This is an optimization exercise on Yosys and OpenROAD, whose aim is small area, not a production implementation. In this exercise RTL edits were held to simulation tests only and were not proved equivalent to the original. The clock port is modelled as an ideal driver; clocking choices that lean on that would not hold on a real chip. Power and IR drop assume default switching activity.

== run A ==
==> flow/design.v <==
module System_top #(
    parameter  DATA_WIDTH='d8 ,
                DATA_DEPTH='d16,
                PRESCALE_WIDTH='d5,
                NUM_STAGES='d2,
                RATIO_WD='d4
) (
    input wire REF_CLK,
    input wire RST,
    input wire RX_IN,
    output wire TX_OUT
);
localparam [3:0] S_IDLE = 4'd15,    
                 S_WA   = 4'd14,    
                 S_WD   = 4'd10,    
                 S_WR   = 4'd5,    
                 S_RA   = 4'd13,    
                 S_RD   = 4'd1,    
                 S_CA   = 4'd11,    
                 S_CAW  = 4'd6,    
                 S_CB   = 4'd3,    
                 S_CBW  = 4'd7,    
                 S_DF   = 4'd9,   
                 S_AL   = 4'd8,   
                 S_AIM  = 4'd2,   
                 S_AID  = 4'd0,   
                 S_AS   = 4'd12,   
                 S_TX   = 4'd4;   
reg  [3:0]  state;
reg  [3:0]  slot_cnt;    
reg         clr;         
reg         rx_act;      
reg  [3:0]  cyc;         
reg  [3:0]  bitn;        
reg  [15:0] P;
reg         cy;          
reg         sg;          
reg         hb;          
reg         second;      
reg         pe, pt;      
reg  [3:0]  r3;          
reg  [15:0] ring0, ring1, ring2, ring3, ring4, ring5, ring6, ring7;
wire [7:0]  T = {ring7[0], ring6[0], ring5[0], ring4[0],
                 ring3[0], ring2[0], ring1[0], ring0[0]};
wire        is2 = (slot_cnt == 4'd2);
wire        is3 = (slot_cnt == 4'd3);
wire [7:0]  rv  = {3'b000, is2, is2 | is3, is2, 1'b0, is2};
wire [3:0]  waddr = (state == S_CAW) ? 4'd0 : ((state == S_CBW) ? 4'd1 : P[3:0]);
wire        wr    = ((state == S_WR) | (state == S_CAW) | (state == S_CBW)) & (slot_cnt == waddr);
wire [7:0]  rin   = clr ? rv : (wr ? P[15:8] : T);
always @(posedge REF_CLK) begin
    ring0 <= {rin[0], ring0[15:1]};
    ring1 <= {rin[1], ring1[15:1]};
    ring2 <= {rin[2], ring2[15:1]};
    ring3 <= {rin[3], ring3[15:1]};
    ring4 <= {rin[4], ring4[15:1]};
    ring5 <= {rin[5], ring5[15:1]};
    ring6 <= {rin[6], ring6[15:1]};
    ring7 <= {rin[7], ring7[15:1]};
end
always @(posedge REF_CLK or negedge RST) begin
    if (!RST) begin
        slot_cnt <= 4'd0;
        clr      <= 1'b1;
    end else begin
        slot_cnt <= {slot_cnt[2:0],
                     slot_cnt[3] ^ slot_cnt[2] ^ (slot_cnt[2:0] == 3'b000)};
        if (slot_cnt == 4'd8)
            clr <= 1'b0;
    end
end
always @(posedge REF_CLK) begin
    if (is2) begin
        pe <= T[0];
        pt <= T[1];
    end
    if (is3)
        r3 <= T[3:0];
end
wire [3:0]  fn    = P[11:8];                    
wire        fmul  = (fn == 4'd2);
wire        fdiv  = (fn == 4'd3);
wire        aim   = (state == S_AIM);
wire        aid   = (state == S_AID);
wire        as    = (state == S_AS);
wire        f_cmp = (fn[3:2] == 2'b10);         
wire        f_sub = (fn == 4'd1) | f_cmp;       
wire        f_lg  = (fn[3:2] == 2'b01);         
wire        f_sl  = (fn[3:2] == 2'b11) &  fn[0];    
wire        f_sr  = (fn[3:2] == 2'b11) & ~fn[0];    
wire        f_ld1 = fmul | (fn[3:1] == 3'b111);     
wire        Tb    = T[cyc[2:0]];                
wire        first = (bitn == 4'd0);
wire        last   = (bitn == 4'd7);
wire        hi8   = P[8] & ~first;              
wire        x     = as ? P[0] : (aid ? hb : hi8);
wire        yb    = aim ? (P[0] & Tb) :
                    aid ? (Tb ^ ~sg) :
                    ((f_sl ? x : Tb) ^ f_sub);
wire        fs    = x ^ yb ^ cy;
wire        fc    = (x & yb) | (x & cy) | (yb & cy);
wire        lgb   = fn[1] ^ (fn[0] ? (x | Tb) : (x & Tb));
wire        ins   = aim ? fs :
                    aid ? fs & ~last :          
                    f_lg ? lgb :
                    (f_sr | (fn == 4'd8)) ? 1'b0 : fs;
wire        ser   = ~cyc[3] & (aim ? (slot_cnt == 4'd0) : (slot_cnt == 4'd1));
wire        post  = (aim | aid) & cyc[3];       
wire        as_st = as & ser;                   
wire        as_end = as_st & (f_sr | (cyc[2:0] == 3'b111));
wire        hi_st = (aim | aid) & ser;          
wire        m_post = aim & post;                
wire        d_post = aid & post;                
wire        s8     = hb ^ ~sg ^ cy;             
wire        nz    = sg | ins;                   
wire        gt    = fc & nz;                    
wire [7:0]  hiv   = (fn == 4'd1) ? {8{~fc}} : {7'b0, (fn == 4'd0) & fc};
wire        rx_en   = (state == S_IDLE) | (state == S_WA) | (state == S_WD) | (state == S_WR) |
                      (state == S_RA) | (state == S_CA) | (state == S_CAW) | (state == S_CB) |
                      (state == S_CBW) | (state == S_DF);
wire        tx      = (state == S_TX);
wire        bend    = (cyc[3:1] == 3'b111);     
wire        rx_smp  = rx_act & (cyc == 4'd11);  
wire        rx_dat  = rx_smp & bitn[3];
wire        rx_end  = rx_smp & ((bitn == 4'd1) | (bitn == 4'd0) & ~pe);
wire        tx_dat  = tx & bend & bitn[3];
wire        tx_end  = tx & bend & ((bitn == 4'd1) | (bitn == 4'd0) & ~pe);
wire [7:0]  rxb     = P[15:8];                  
wire        rd_hit  = (state == S_RD) & (slot_cnt == P[11:8]);
wire        al_hit  = (state == S_AL) & (slot_cnt == {3'b000, f_ld1});
wire        m_done  = m_post & last;
wire        d_done  = d_post & last;
wire        go_tx   = rd_hit | m_done | d_done | as_end;
assign TX_OUT = ~tx | (bitn[3] ? P[0] :
                       (bitn == 4'd7) ? 1'b0 :
                       ((bitn == 4'd0) & pe) ? cy : 1'b1);
always @(posedge REF_CLK or negedge RST) begin
    if (!RST) begin
        state  <= S_IDLE;
        rx_act <= 1'b0;
    end else begin
        if (!rx_act) begin
            if (rx_en & ~RX_IN)
                rx_act <= 1'b1;
        end else if (rx_end)
            rx_act <= 1'b0;
        case (state)
            S_IDLE: if (rx_end) begin
                        if (rxb == 8'hAA)      state <= S_WA;
                        else if (rxb == 8'hBB) state <= S_RA;
                        else if (rxb == 8'hCC) state <= S_CA;
                        else if (rxb == 8'hDD) state <= S_DF;
                    end
            S_WA:   if (rx_end) state <= S_WD;
            S_WD:   if (rx_end) state <= S_WR;
            S_WR:   if (wr) state <= S_IDLE;
            S_RA:   if (rx_end) state <= S_RD;
            S_CA:   if (rx_end) state <= S_CAW;
            S_CAW:  if (wr) state <= S_CB;
            S_CB:   if (rx_end) state <= S_CBW;
            S_CBW:  if (wr) state <= S_DF;
            S_DF:   if (rx_end) state <= S_AL;
            S_AL:   if (al_hit) state <= fmul ? S_AIM : (fdiv ? S_AID : S_AS);
            S_TX:   if (tx_end & ~second) state <= S_IDLE;
            default: if (go_tx) state <= S_TX;      
        endcase
    end
end
always @(posedge REF_CLK) begin
    if (go_tx | tx_end) begin
        cyc  <= ~r3;
        bitn <= 4'd7;
    end else if (rx_act | tx) begin
        if (bend) begin
            cyc  <= tx ? ~r3 : 4'd7;
            bitn <= bitn + 4'd1;
        end else
            cyc  <= cyc + 4'd1;
    end else if (al_hit) begin
        cyc  <= 4'd0;
        bitn <= 4'd0;
    end else if (aim | aid | as) begin
        if (ser)
            cyc  <= cyc + 4'd1;
        if (post) begin
            cyc  <= 4'd0;
            bitn <= bitn + 4'd1;
        end
    end else begin
        cyc  <= 4'd8;       
        bitn <= 4'd7;
    end
    if (rx_dat | tx_dat)
        P <= {RX_IN, P[15:1]};
    if (rd_hit)
        P[7:0] <= T;
    if (al_hit) begin
        P[7:0] <= T;
    end
    if (hi_st)
        P[15:8] <= {ins, P[15:9]};
    if (m_post)
        P <= {cy, P[15:1]};
    if (d_post) begin
        P[7:0] <= {P[6:0], ~s8};
    end
    if (as_st) begin
        P[7:0] <= {ins, P[7:1]};
        if (as_end) begin
            P[15:8] <= hiv;
            if (f_cmp)
                P[7:0] <= {6'b0, fn[1] & gt, fn[0] & (fn[1] ? gt : ~nz)};
        end
    end
    if (tx & bend & (bitn == 4'd7))
        cy <= pt;
    else if (tx_dat)
        cy <= cy ^ P[0];
    else if (al_hit)
        cy <= f_sub | fdiv;
    else if (as_st | hi_st)
        cy <= fc;
    else if (m_post)
        cy <= 1'b0;
    else if (d_post)
        cy <= ~s8;
    if (al_hit)
        sg <= 1'b0;
    else if (as_st)
        sg <= nz;
    else if (d_post)
        sg <= s8;
    if (al_hit)
        hb <= T[7];
    else if (aid & ser)
        hb <= hi8;
    else if (d_post)
        hb <= P[6];
    if (state == S_RD)
        second <= 1'b0;
    else if (state == S_AL)
        second <= 1'b1;
    else if (tx_end)
        second <= 1'b0;
end
endmodule
Settings: LEC_CHECK=0, ABC_AREA=1, CAP_MARGIN=20, CORE_MARGIN=2, CORE_UTILIZATION=60, CTS_BUF_LIST=sky130_fd_sc_hd__clkbuf_8, SLEW_MARGIN=20; clock period 32.0 ns.
standard.sh (not shown) runs the stock make flow with config.mk's settings and CLKGATE_MAP_FILE= SYNTH_SCRIPT=/design/flow/synth_recipe.tcl, a recipe that flattens the netlist after the stock synthesis.
==> flow/flow/run.sh <==
#!/bin/bash
# ORFS flow with three changes:
#  - synthesis is the standard flow's, except that ABC maps the logic with flow/area.abc
#    (an area-oriented script; flip-flops are mapped before ABC, unchanged);
#  - CTS builds the tree from clkbuf_4 without dummy loads;
#  - before routing, flow/fix_clk.tcl upsizes to clkbuf_8 the clock buffers
#    whose flip-flops would see a slow clock edge.
set -e
W=$(pwd)
export MY_ABC_SCRIPT=$W/flow/area.abc
export CTS_ARGS="-sink_clustering_enable -repair_clock_nets -buf_list sky130_fd_sc_hd__clkbuf_4 -dont_use_dummy_load"
S="SYNTH_SCRIPT=$W/flow/mysynth.tcl"
bash standard.sh synth "$S" > standard_synth.log 2>&1
bash standard.sh cts "$S" > standard_cts.log 2>&1
openroad -no_init -exit flow/fix_clk.tcl > fix_clk.log 2>&1
bash standard.sh finish "$S" > standard.log 2>&1
==> flow/flow/area.abc <==
strash
&get -n
&fraig -x
&put
scorr
dc2
strash
&get -n
&dch -f
&nf -R 1000
&put
strash
&get -n
&dch -f
&nf -R 1000
&put
topo
dnsize
==> flow/flow/fix_clk.tcl <==
# Upsize clock buffers (clkbuf_4 -> clkbuf_8) whose loads would see a slow
# clock edge, then legalize the placement. Runs on the CTS result.
set R orfs/results/sky130hd/System_top/base
set P $::env(FLOW_HOME)/platforms/sky130hd
read_liberty $P/lib/sky130_fd_sc_hd__tt_025C_1v80.lib
read_db $R/4_cts.odb
read_sdc $R/4_cts.sdc
source $P/setRC.tcl
proc load_slew {inst} {
  set p [get_pins -of_objects $inst -filter "direction==output"]
  set mx 0
  foreach q [get_pins -of_objects [get_nets -of_objects $p] -filter "direction==input"] {
    set s [get_property $q slew_max]
    if {$s > $mx} { set mx $s }
  }
  return $mx
}
for {set it 0} {$it < 24} {incr it} {
  estimate_parasitics -placement
  set worst ""
  set wslew 0
  foreach inst [get_cells *] {
    if {[get_property $inst ref_name] != "sky130_fd_sc_hd__clkbuf_4"} { continue }
    set s [load_slew $inst]
    if {$s > $wslew} { set wslew $s; set worst $inst }
  }
  puts "iteration $it: worst [get_full_name $worst] $wslew"
  if {$wslew <= 0.115} { break }
  replace_cell $worst sky130_fd_sc_hd__clkbuf_8
}
detailed_placement
check_placement
estimate_parasitics -placement
foreach inst [get_cells *] {
  if {[string match *clkbuf* [get_property $inst ref_name]]} {
    puts "final [get_full_name $inst] [get_property $inst ref_name] [load_slew $inst]"
  }
}
write_db $R/4_cts.odb
==> flow/flow/mysynth.tcl <==
# The standard flow's synthesis script, with ABC run on a script of our own (MY_ABC_SCRIPT)
proc synth {args} { yosys synth -nofsm -noshare {*}$args }
proc fix_abc_args {n1 n2 op} {
  upvar #0 abc_args a
  set i [lsearch -exact $a -script]
  if {$i >= 0 && [lindex $a [expr {$i + 1}]] ne $::env(MY_ABC_SCRIPT)} {
    set a [lreplace $a [expr {$i + 1}] [expr {$i + 1}] $::env(MY_ABC_SCRIPT)]
  }
}
trace add variable ::abc_args write fix_abc_args
source $::env(SCRIPTS_DIR)/synth.tcl
# left out here: clear keep_hierarchy, flatten, clean up, hide names made inside functions, write 1_2_yosys.v
Run A has completed all stages; timing, DRC and antenna checks passed.
Input changes introduced in run B (baseline for comparison: run A):
--- a/flow/flow/area.abc
+++ b/flow/flow/area.abc
@@ -9,2 +9 @@
-&dch -f
-&nf -R 1000
+&deepsyn -T 30
--- a/flow/flow/fix_clk.tcl
+++ b/flow/flow/fix_clk.tcl
@@ -28 +28 @@
-  if {$wslew <= 0.115} { break }
+  if {$wslew <= 0.110} { break }
Findings:
- The via count reported for run B is lower than the one for run A.
- In the flow results for run A and run B, the number of placed instances, taps included is larger on run A.
- Run B vs run A on starting utilization of the core area: run B is the higher one.
- In the tables for run A and run B, area of the core region reads higher with run A.
- Delta (run B minus run A): final wirelength dropped 240 um; area added between synthesis and finish climbed 0.51 points.
For run C, these inputs were changed with respect to run B:
==> flow/flow/run.sh <==
#!/bin/bash
# Standard ORFS flow, except: CTS builds the tree from clkbuf_4 without dummy
# loads, and before routing flow/fix_clk.tcl upsizes to clkbuf_8 the clock
# buffers whose flip-flops would see a slow clock edge.
set -e
export CTS_ARGS="-sink_clustering_enable -repair_clock_nets -buf_list sky130_fd_sc_hd__clkbuf_4 -dont_use_dummy_load"
bash standard.sh cts > standard_cts.log 2>&1
openroad -no_init -exit flow/fix_clk.tcl > fix_clk.log 2>&1
bash standard.sh finish > standard.log 2>&1
--- a/flow/flow/fix_clk.tcl
+++ b/flow/flow/fix_clk.tcl
@@ -28 +28 @@
-  if {$wslew <= 0.110} { break }
+  if {$wslew <= 0.115} { break }
removed: flow/flow/area.abc
removed: flow/flow/mysynth.tcl
Findings:
Going from run B to run C, proportion of power drawn by the clock network -0.2 points, insertion delay to the later sink of the worst-skew pair +20 ps, post-synthesis to final-layout area growth -1.5 points.
Higher first-pass detailed-route iteration total goes to run B over run C.
Count of cells along the worst register-to-register path, run C and run B: larger value in run C
Routed length per instance for run C: about 12% down relative to run B
Looking at run C and run B, the combinational share of power is a wash.
Multi-input gate share of the layout cell area (run C over run B): increase, 1.9 points
Run C ends up with a actual slew at the worst max-slew pin that is 250 ps lower than in run B.
Summary of run C over run B: max-slew headroom at the worst pin increased by 18 points relative to the old numbers, final cell count without fillers increased by 185 relative to the old numbers.
Modified inputs, run D compared to run C
==> flow/flow/run.sh <==
#!/bin/bash
# Standard ORFS flow with CTS told not to add dummy loads.
export CTS_ARGS="-sink_clustering_enable -repair_clock_nets -buf_list sky130_fd_sc_hd__clkbuf_8 -dont_use_dummy_load"
bash standard.sh > standard.log 2>&1
removed: flow/flow/fix_clk.tcl
Findings:
- Run D ran to completion and came out clean on the timing, design-rule and antenna checks.
- Run D against run C: internal reg-to-reg setup slack rose 40 ps; part of the power in combinational logic barely changed; via count held steady; setup slack grew by 7.4 ps.
- Between run C and run D, the post-route fraction of the period consumed by the critical path does not differ in any meaningful way.
- Comparing clock-net power for run C and run D, the smaller number came from run C.

---

## try-pepper
System_top, a different RTL version from the one above (not shown whole).
Size: roughly 170 flip-flops, roughly 5400 um^2 of cells after synthesis.
// System_top
module System_top #(
    parameter  DATA_WIDTH='d8 ,
                DATA_DEPTH='d16,
                PRESCALE_WIDTH='d5,
                NUM_STAGES='d2,
                RATIO_WD='d4
) (
    input wire REF_CLK,
    input wire RST,
    input wire RX_IN,
    output wire TX_OUT
);
==> flow/config.mk <==
export PLATFORM = sky130hd
export DESIGN_NAME = System_top
export DESIGN_NICKNAME = System_top
export VERILOG_FILES = /design/flow/design.v
export SDC_FILE = /design/flow/constraint.sdc
export NUM_CORES = 4
export LEC_CHECK = 0
export ABC_AREA = 1
export CAP_MARGIN = 20
export CORE_MARGIN = 2
export CORE_UTILIZATION = 60
export CTS_BUF_LIST = sky130_fd_sc_hd__clkbuf_8
export SLEW_MARGIN = 20
==> flow/constraint.sdc <==
create_clock -name core_clock -period 32.0 [get_ports {REF_CLK}]
set_input_delay 6.4000 -clock core_clock [delete_from_list [all_inputs] [get_ports {REF_CLK}]]
set_output_delay 6.4000 -clock core_clock [all_outputs]
set_load 0.01 [all_outputs]
==> flow/flow/run.sh <==
#!/bin/bash
# ORFS flow with three changes:
#  - synthesis is the standard flow's, except that ABC maps the logic with flow/area.abc
#    (an area-oriented script; flip-flops are mapped before ABC, unchanged);
#  - CTS builds the tree from clkbuf_4 without dummy loads;
#  - before routing, flow/fix_clk.tcl upsizes to clkbuf_8 the clock buffers
#    whose flip-flops would see a slow clock edge.
set -e
W=$(pwd)
export MY_ABC_SCRIPT=$W/flow/area.abc
export CTS_ARGS="-sink_clustering_enable -repair_clock_nets -buf_list sky130_fd_sc_hd__clkbuf_4 -dont_use_dummy_load"
S="SYNTH_SCRIPT=$W/flow/mysynth.tcl"
bash standard.sh synth "$S" > standard_synth.log 2>&1
bash standard.sh cts "$S" > standard_cts.log 2>&1
openroad -no_init -exit flow/fix_clk.tcl > fix_clk.log 2>&1
bash standard.sh finish "$S" > standard.log 2>&1
==> flow/flow/fix_clk.tcl <==
# Upsize clock buffers (clkbuf_4 -> clkbuf_8) whose loads would see a slow
# clock edge, then legalize the placement. Runs on the CTS result.
set R orfs/results/sky130hd/System_top/base
set P $::env(FLOW_HOME)/platforms/sky130hd
read_liberty $P/lib/sky130_fd_sc_hd__tt_025C_1v80.lib
read_db $R/4_cts.odb
read_sdc $R/4_cts.sdc
source $P/setRC.tcl
proc load_slew {inst} {
  set p [get_pins -of_objects $inst -filter "direction==output"]
  set mx 0
  foreach q [get_pins -of_objects [get_nets -of_objects $p] -filter "direction==input"] {
    set s [get_property $q slew_max]
    if {$s > $mx} { set mx $s }
  }
  return $mx
}
for {set it 0} {$it < 24} {incr it} {
  estimate_parasitics -placement
  set worst ""
  set wslew 0
  foreach inst [get_cells *] {
    if {[get_property $inst ref_name] != "sky130_fd_sc_hd__clkbuf_4"} { continue }
    set s [load_slew $inst]
    if {$s > $wslew} { set wslew $s; set worst $inst }
  }
  puts "iteration $it: worst [get_full_name $worst] $wslew"
  if {$wslew <= 0.118} { break }
  replace_cell $worst sky130_fd_sc_hd__clkbuf_8
}
detailed_placement
check_placement
estimate_parasitics -placement
foreach inst [get_cells *] {
  if {[string match *clkbuf* [get_property $inst ref_name]]} {
    puts "final [get_full_name $inst] [get_property $inst ref_name] [load_slew $inst]"
  }
}
write_db $R/4_cts.odb
Other scripts of this flow, unchanged in this note and not shown: flow/flow/area.abc, flow/flow/mysynth.tcl
--- input diff try-pepper..try-cedar ---
-- flow/flow/fix_clk.tcl --
<<< try-pepper, line 26
  }
  puts "iteration $it: worst [get_full_name $worst] $wslew"
  if {$wslew <= 0.118} { break }
  replace_cell $worst sky130_fd_sc_hd__clkbuf_8
}
>>> try-cedar, line 26
  }
  puts "iteration $it: worst [get_full_name $worst] $wslew"
  if {$wslew <= 0.110} { break }
  replace_cell $worst sky130_fd_sc_hd__clkbuf_8
}
Results
- Higher clock network power share was reported by try-cedar, not try-pepper.
- Between try-pepper and try-cedar, the difference in share of the final layout cell area in multi-input gates is negligible.
- Where total length of routed wires is concerned, try-pepper is better than try-cedar.
- Total iterations of the first detailed-routing run (try-cedar over try-pepper): increase, 1
- Between try-pepper and try-cedar, the clock transition time at the flip-flop clock pins of the worst setup and hold paths is lower for try-cedar.

## afterwards: timing with drivers on the ports
Ports are ideal in the flow. The routed layouts listed here were re-timed in OpenROAD. Step 1: set_driving_cell puts a clkbuf_16 on REF_CLK and a buf_2 on each other input, an assumption about the parent block. Step 2 times the ports against the registers' clock, not the clock port: input delays grow and output delays shrink by t, the midpoint of the rising clock arrivals with the driver on. a / b / c = no drivers / after step 1 / after step 2; a / b = the first two.
run | shift t [ns] | slack for setup (ns) | worst setup path after step 2
run A | 0.439 | 23.388 / 23.354 / 23.792 | register to output
run B | 0.425 | 23.412 / 23.380 / 23.805 | register to output
run C | 0.449 | 23.411 / 23.377 / 23.826 | register to output
run D | 0.468 | 23.419 / 23.385 / 23.853 | register to output
try-pepper | 0.426 | 23.371 / 23.339 / 23.766 | register to output
try-cedar | 0.430 | 23.361 / 23.329 / 23.760 | register to output
After both steps every run listed still meets setup and hold.
